Source: an optimization exercise on an open RTL-to-GDS flow (aim: a short achievable clock period and few clock cycles). Production flows keep margins and buffers that such runs may drop. Only simulation tests tie the RTL to the original design; equivalence was not proved.

## flow/config.mk

```make
export PLATFORM = sky130hd
export DESIGN_NAME = cpu
export DESIGN_NICKNAME = cpu
export VERILOG_FILES = /design/flow/design.v
export SDC_FILE = /design/flow/constraint.sdc
export NUM_CORES = 4
export LEC_CHECK = 0
export ABC_CLOCK_PERIOD_IN_PS = 2000
export CAP_MARGIN = 20
export CORE_MARGIN = 2
export CORE_UTILIZATION = 40
export SETUP_SLACK_MARGIN = 4
export SLEW_MARGIN = 20
```

## flow/constraint.sdc

```tcl
create_clock -name core_clock -period 6.0 [get_ports {clock}]
set_input_delay 1.2000 -clock core_clock [delete_from_list [all_inputs] [get_ports {clock}]]
set_output_delay 1.2000 -clock core_clock [all_outputs]
set_load 0.01 [all_outputs]
```

## flow/design.v

```verilog
`timescale 1ns / 10ps
module cpu(clock, reset, imem_addr, imem_rdata, dmem_addr, dmem_we, dmem_wdata, dmem_rdata);
	input clock;
	input reset;
	output[11:0] imem_addr;
	input[15:0] imem_rdata;
	output[10:0] dmem_addr;
	output dmem_we;
	output[15:0] dmem_wdata;
	input[15:0] dmem_rdata;
	reg [10:0] pc;           
	reg [15:0] ir;
	reg        ir_v;         
	reg        e_add, e_sub, e_and, e_or, e_not, e_shl, e_shr;
	reg        e_ld, e_st, e_br;
	reg [1:0]  e_cond;
	reg [2:0]  e_rd;         
	reg        e_fwd;        
	reg [15:0] e_a, e_b, e_sd;
	reg [5:0]  e_imm;
	reg        e_pred;       
	reg        e_late;       
	reg [10:0] e_base;       
	reg        m_ld, m_st;
	reg [7:1]  m_ao;         
	reg [7:1]  m_lo;         
	reg        m_isum, m_idiff, m_ioth;
	reg [15:0] m_sum, m_diff, m_oth, m_sd;
	reg [15:0] rf [1:7];
	integer k;
	wire [3:0] op  = ir[15:12];
	wire [2:0] f_rd  = ir[11:9];
	wire [2:0] f_rs1 = ir[8:6];
	wire [2:0] f_rs2 = ir[5:3];
	wire rr     = ir_v && (op >= 4'd1) && (op <= 4'd8);       
	wire d_addi = ir_v && op == 4'd9;
	wire d_ld   = ir_v && op == 4'd10;
	wire d_st   = ir_v && op == 4'd11;
	wire d_brop = op == 4'd12;
	wire d_inv  = ir_v && ((op == 4'd0) || (op >= 4'd13) || (d_brop && (f_rd[2] || (f_rd[1] && f_rd[0])))
		|| (((op >= 4'd1) && (op <= 4'd8)) && (ir[2:0] != 3'b0)));
	wire d_br   = ir_v && d_brop && !d_inv;
	wire d_wr   = rr || d_addi || d_ld;             
	wire use1   = ir_v && (op >= 4'd1) && (op <= 4'd12);
	wire use2   = rr && (op != 4'd5);
	wire use3   = d_st;
	wire [15:0] imm = {{10{ir[5]}}, ir[5:0]};
	wire d_pred = d_br && (ir[5] || (f_rs1 == 3'd0 && ir[10:9] != 2'd1));
	wire e_ldw = e_ld && (e_rd != 3'd0);
	wire stall = e_ldw && ((use1 && f_rs1 == e_rd) || (use2 && f_rs2 == e_rd) || (use3 && f_rd == e_rd));
	wire [15:0] sum  = e_a + e_b;
	wire [15:0] diff = e_a - e_b;
	wire        big  = |e_b[15:4];
	wire [15:0] shl  = big ? 16'd0 : (e_a << e_b[3:0]);
	wire [15:0] shr  = big ? 16'd0 : (e_a >> e_b[3:0]);
	wire [15:0] oth =
		({16{e_and}} & (e_a & e_b)) |
		({16{e_or}}  & (e_a | e_b)) |
		({16{e_not}} & ~e_a) |
		({16{e_shl}} & shl) |
		({16{e_shr}} & shr);
	wire a_zero = e_a == 16'd0;
	wire taken = e_br && (e_cond == 2'd0 ? a_zero :
	                      e_cond == 2'd1 ? (~e_a[15] & ~a_zero) :
	                                       (e_a[15] | a_zero));
	wire [10:0] e_tgt  = e_base + {{5{e_imm[5]}}, e_imm};
	reg [10:0] e_fall;
	always @* begin
		e_fall[0] = ~e_base[0];
		for (k = 1; k < 11; k = k + 1)
			e_fall[k] = e_base[k] ^ (&(e_base | ~((11'd1 << k) - 11'd1)));
	end
	wire [10:0] e_next = taken ? e_tgt : e_fall;
	wire redirect = e_br && (e_late || (taken != e_pred));
	wire squash   = redirect && !e_late;
	reg [10:0] pc_inc;
	always @* begin
		pc_inc[0] = ~pc[0];
		for (k = 1; k < 11; k = k + 1)
			pc_inc[k] = pc[k] ^ (&(pc | ~((11'd1 << k) - 11'd1)));
	end
	wire [10:0] d_tgt = pc + {{5{ir[5]}}, ir[5:0]};
	wire [10:0] pc_next = redirect ? e_next :
	                      (stall || d_inv) ? pc :
	                      d_pred ? d_tgt : pc_inc;
	wire [15:0] m_res = ({16{m_isum}} & m_sum) | ({16{m_idiff}} & m_diff) |
	                    ({16{m_ioth}} & m_oth);
	wire [15:0] wb = m_ld ? dmem_rdata : m_res;
	assign dmem_addr  = m_sum[10:0];
	assign dmem_we    = m_st;
	assign dmem_wdata = m_sd;
	assign imem_addr  = {pc, 1'b0};
	wire [15:0] rv [0:7];
	assign rv[0] = 16'd0;
	genvar g;
	generate for (g = 1; g < 8; g = g + 1) begin : rvg
		assign rv[g] = m_ao[g] ? m_res : rf[g];
	end endgenerate
	wire [7:0] lo = {m_lo, 1'b0};
	wire h2_1 = e_fwd && f_rs1 == e_rd;
	wire h2_2 = e_fwd && f_rs2 == e_rd;
	wire h2_3 = e_fwd && f_rd  == e_rd;
	wire e_oth = ~e_add & ~e_sub;
	wire [15:0] v1 =
		({16{h2_1 & e_add}} & sum) |
		({16{h2_1 & e_sub}} & diff) |
		({16{h2_1 & e_oth}} & oth) |
		({16{~h2_1 & lo[f_rs1]}} & dmem_rdata) |
		({16{~h2_1 & ~lo[f_rs1]}} & rv[f_rs1]);
	wire [15:0] v2 =
		({16{rr & h2_2 & e_add}} & sum) |
		({16{rr & h2_2 & e_sub}} & diff) |
		({16{rr & h2_2 & e_oth}} & oth) |
		({16{rr & ~h2_2 & lo[f_rs2]}} & dmem_rdata) |
		({16{rr & ~h2_2 & ~lo[f_rs2]}} & rv[f_rs2]) |
		({16{~rr}} & imm);
	wire [15:0] v3 =
		({16{h2_3 & e_add}} & sum) |
		({16{h2_3 & e_sub}} & diff) |
		({16{h2_3 & e_oth}} & oth) |
		({16{~h2_3 & lo[f_rd]}} & dmem_rdata) |
		({16{~h2_3 & ~lo[f_rd]}} & rv[f_rd]);
	always @(posedge clock) begin
		if (reset) begin
			pc <= 11'd0;
			ir <= 16'h0000;      
			ir_v <= 1'b1;
			e_add <= 1'b0; e_sub <= 1'b0; e_and <= 1'b0; e_or <= 1'b0;
			e_not <= 1'b0; e_shl <= 1'b0; e_shr <= 1'b0;
			e_ld <= 1'b0; e_st <= 1'b0; e_br <= 1'b0;
			e_rd <= 3'd0; e_fwd <= 1'b0;
			m_ld <= 1'b0; m_st <= 1'b0; m_ao <= 7'd0; m_lo <= 7'd0;
			m_isum <= 1'b0; m_idiff <= 1'b0; m_ioth <= 1'b0;
		end else begin
			pc <= pc_next;
			if (!stall) begin
				ir <= imem_rdata;
				ir_v <= !squash;
			end
			if (stall) begin
				e_add <= 1'b0; e_sub <= 1'b0; e_and <= 1'b0; e_or <= 1'b0;
				e_not <= 1'b0; e_shl <= 1'b0; e_shr <= 1'b0;
				e_ld <= 1'b0; e_st <= 1'b0; e_br <= 1'b0;
				e_rd <= 3'd0; e_fwd <= 1'b0;
			end else begin
				e_add <= (ir_v && op == 4'd1) || d_addi || d_ld || d_st;
				e_sub <= ir_v && op == 4'd2;
				e_and <= ir_v && op == 4'd3;
				e_or  <= ir_v && op == 4'd4;
				e_not <= ir_v && op == 4'd5;
				e_shl <= ir_v && op == 4'd6;
				e_shr <= ir_v && (op == 4'd7 || op == 4'd8);
				e_ld  <= d_ld;
				e_st  <= d_st;
				e_br  <= d_br;
				e_rd  <= d_wr ? f_rd : 3'd0;
				e_fwd <= d_wr && !d_ld && f_rd != 3'd0;
			end
			m_ld <= e_ld;
			m_st <= e_st;
			m_ao <= e_ld ? 7'd0 : (8'd1 << e_rd) >> 1;
			m_lo <= e_ld ? (8'd1 << e_rd) >> 1 : 7'd0;
			m_isum  <= e_add;
			m_idiff <= e_sub;
			m_ioth  <= ~e_add & ~e_sub;
			for (k = 1; k < 8; k = k + 1)
				if (m_ao[k] || m_lo[k])
					rf[k] <= wb;
		end
		e_cond <= ir[10:9];
		e_imm  <= ir[5:0];
		e_pred <= d_pred;
		e_late <= redirect;
		e_base <= redirect ? e_next : pc;
		e_a  <= v1;
		e_b  <= v2;
		e_sd <= v3;
		m_sum  <= sum;
		m_diff <= diff;
		m_oth  <= oth;
		m_sd   <= e_sd;
	end
endmodule
```

## flow/run.sh

```bash
#!/bin/bash
# synth_recipe.tcl (not shown) runs the flow's synth.tcl, then flattens the netlist and writes it again
# the make line also repeats each setting of config.mk as NAME=value (left out here)
make -C /OpenROAD-flow-scripts/flow DESIGN_CONFIG=/design/flow/config.mk WORK_HOME=/design/flow/orfs CLKGATE_MAP_FILE= SYNTH_SCRIPT=/design/flow/synth_recipe.tcl finish
```

==> results.ini <==
[status]
status = timing/DRC/antenna clean

[logic_synthesis]
ys.flop_type = dfxtp_1
syn_avg_cell_area_um2 = 9.20
syn_area_um2 = 19400
syn_inst = 2111
synthTopCellsByArea = dfxtp_1 20%, edfxtp_1 17%, mux4_2 6.4%
yosysMostFrequentCell = nor2_1
synth.distinct_cells = 82
synthTopCellsByCount = 229 x nor2_1, 193 x dfxtp_1, 173 x nand2_1
synthArstFlopShare_pct = 0
synth_area_leader_cell = dfxtp_1
synth_top_cell_area_share_pct = 19.9
synth_seq_cells = 305
yosysWarningCount = 2
synth-edff-count = 112
yosysSeqAreaShare_pct = 37.2
synth.net_count = 2225

[cts]
cts_tree = built
h-tree-depth = 2
insertion_delay_ns = 0.56
cts_root_buffer = clkbuf_16
cts-buffers-inserted = 36
cts_hold_buf = 0
clkSinkCount = 305
cts_buffer_depth = 3
clk_pin_slew_ns = 0.06

[timing]
clock.fmax_mhz = 374
worst_clock_skew_ns = 0.0225
rsz0062_at_grt = true
finalCritPeriodShare_pct = 44.5
slew_violations = 0
finalSetupTns_ns = 0
post-route-min-period_ns = 2.67
hold_violations = 0
tightest_slew_ns = 1.11
finalSetupViolations = 0
slew-limit-headroom_pct = 26.0

[pwr]
total_power_uw = 7490
power_density_nw_per_um2 = 269
p_leak_uw = 0.0108
vdd_drop_max_mv = 0.212

[detailed_routing]
wl_um = 83800
viasPerCell = 6.50
drc_errors = 0
ant_nets = 0
drtPass1Iterations = 7
wl_per_cell_um = 27.8
drt-initial-drc-count = 2623
via_count = 19600

[finish]
final_area_um2 = 27900
diodes = 0
num-fill-cells = 3949
drive_gt1_share_pct = 41.2
synthToLayoutAreaGrowth_pct = 43.6
final_nets = 2486

[placement]
place_area_um2 = 20900
dp_hpwl_um = 51600
port_buffers = 72
gp_congestion = 0.950

[global_route]
antenna_found_initial = 3
grt_max_degree = 48
grt_pass1_wl_um = 120000
first_global_vias = 18478
grt_util_all_layers_pct = 31.9
grt_overflow_total = 0

[job]
maxCapViolCount = 0

[die]
die_w_um = 224
fp.dieH_um = 224
initial_core_util_pct = 40.6
row_count = 80
core-area_um2 = 47800
design.die.area_um2 = 50300
io_pins = 74

[hold_path]
hold_path_class = flip-flop to flip-flop

[setup_path]
path_class = flip-flop to flip-flop
cp.arrival_ns = 3.10
path_max_fanout = 6
worst_setup_path_end_kind = flip-flop
startpoint_type = flip-flop
cp.required_ns = 6.43

[cells by family after synthesis]
group,count (synthesis),synth area share [%]
xor gates and xnor gates,52,2.35
DFF,305,37.2
muxes,173,12.6
buffers and inverters,278,5.77
other,1,0.0193
adders and majority gates,80,5.27
AOI/OAI and AO/OA,614,22.5
and+or+nand+nor,608,14.2
[stage by stage]
step | util [%] | std cells | hold WS [ns] | setup slack (ns)
floorplan | - | 2111 | 0.310 | 3.38
global placement | 43.6 | 2654 | 0.315 | 2.56
detailed placement | 43.6 | 2656 | 0.314 | 2.47
CTS | 54.8 | 2945 | 0.330 | 3.39
global route | 58.3 | 3015 | 0.332 | 3.33
finish | 58.3 | 3015 | 0.329 | 3.33
[sequential cells by signal (all words and copies together) (netlist names), 2 cells and up]
| name | count |
|---|---|
| e_a | 16 |
| m_sum | 15 |
| ir | 16 |
| m_oth | 16 |
| m_diff | 16 |
| m_sd | 16 |
| m_ao | 7 |
| e_sd | 16 |
| e_b | 16 |
| e_imm | 6 |
| e_base | 11 |
| m_lo | 7 |
| e_rd | 3 |
| pc | 11 |
| e_cond | 2 |
| rf | 112 |
[path summary, 6_finish.rpt]
kind,startpoint,end,slack [ns],cells past startpoint
worst max register to register,e_b[0],e_a[12],3.33,9
worst min register to register,e_sd[6],m_sd[6],0.33,0
worst max-delay path,e_b[0],e_a[12],3.33,9
worst min-delay path,e_sd[6],m_sd[6],0.33,0
[cell usage in the layout, fill, tap and decap left out, types with 44 or more instances in the layout]
cell        n
o21ai_0    44
dfxtp_1   113
mux2i_1    58
nand2_1   155
dfxtp_4    54
buf_6      92
nor2_1    196
edfxtp_1  112
inv_1      82
ha_1       52
buf_4     212
mux4_2     55
a21oi_1    85
[repair_timing]
| action | in CTS | in global routing |
|---|---|---|
| gates cloned | 21 | 0 |
| resized for setup | 669 | 245 |
| setup buffers | 202 | 70 |
| pin swaps | 121 | 116 |
| setup endpoints to repair | 404 | 249 |
[routing by layer]
metal	vias to the layer above	global-route usage (%)	share of wire, %
li1	8479	-	-
met1	9489	41.1	38
met2	1296	50.5	45
met3	334	6.48	10
met4	2	16.9	6.5
met5	-	0	0.0095
[critical path, stage by stage (launching register included)]
cell	delay, ns
dfxtp_4	0.38
buf_12	0.15
ha_4	0.17
a21oi_4	0.15
nand4b_1	0.17
a32oi_2	0.19
a211o_4	0.39
a31o_4	0.28
a221o_1	0.33
a211o_1	0.31
[power by group]
group / switching (µW) / internal [µW]
sequential: 181 / 2340
combinational: 1410 / 1220
clock: 942 / 1400
[area by class of cell]
| class | count | area (µm²) | area share [%] |
|---|---|---|---|
| well taps | 615 | 769 | 2.76 |
| repair inverters | 2 | 16.3 | 0.0583 |
| clock inverters | 17 | 186 | 0.668 |
| repair buffers | 391 | 4000 | 14.4 |
| inverters | 103 | 445 | 1.60 |
| flip-flops and latches | 305 | 7460 | 26.8 |
| multi-input cells | 1533 | 13900 | 50.0 |
| clock buffers | 49 | 1070 | 3.85 |
Testbench counts, summed over its fixed seeds: cycles 61,497.

-- port drivers added, routing unchanged --
No port has a modelled driver above. Below, the same layout with a new extraction and two added sets of constraints.
Step 1: set_driving_cell puts a clkbuf_16 on clock and a buf_2 on each other input, an assumption about the parent block.
Step 2, shift: input delay + t, output delay - t, t = (earliest + latest rising clock arrival at the registers) / 2. This alone moves slack from input paths to output paths.
a / b / c = no drivers / after step 1 / after step 2; a / b = the first two.
t (ns): 0.607
setup WS [ns]: 3.327 / 3.327 / 3.175
hold WS [ns]: 0.329 / 0.329 / 0.329
After both steps this run still meets setup and hold. The setup slack of this run moves by 0.000 ns with the drivers and by -0.152 ns with both steps.
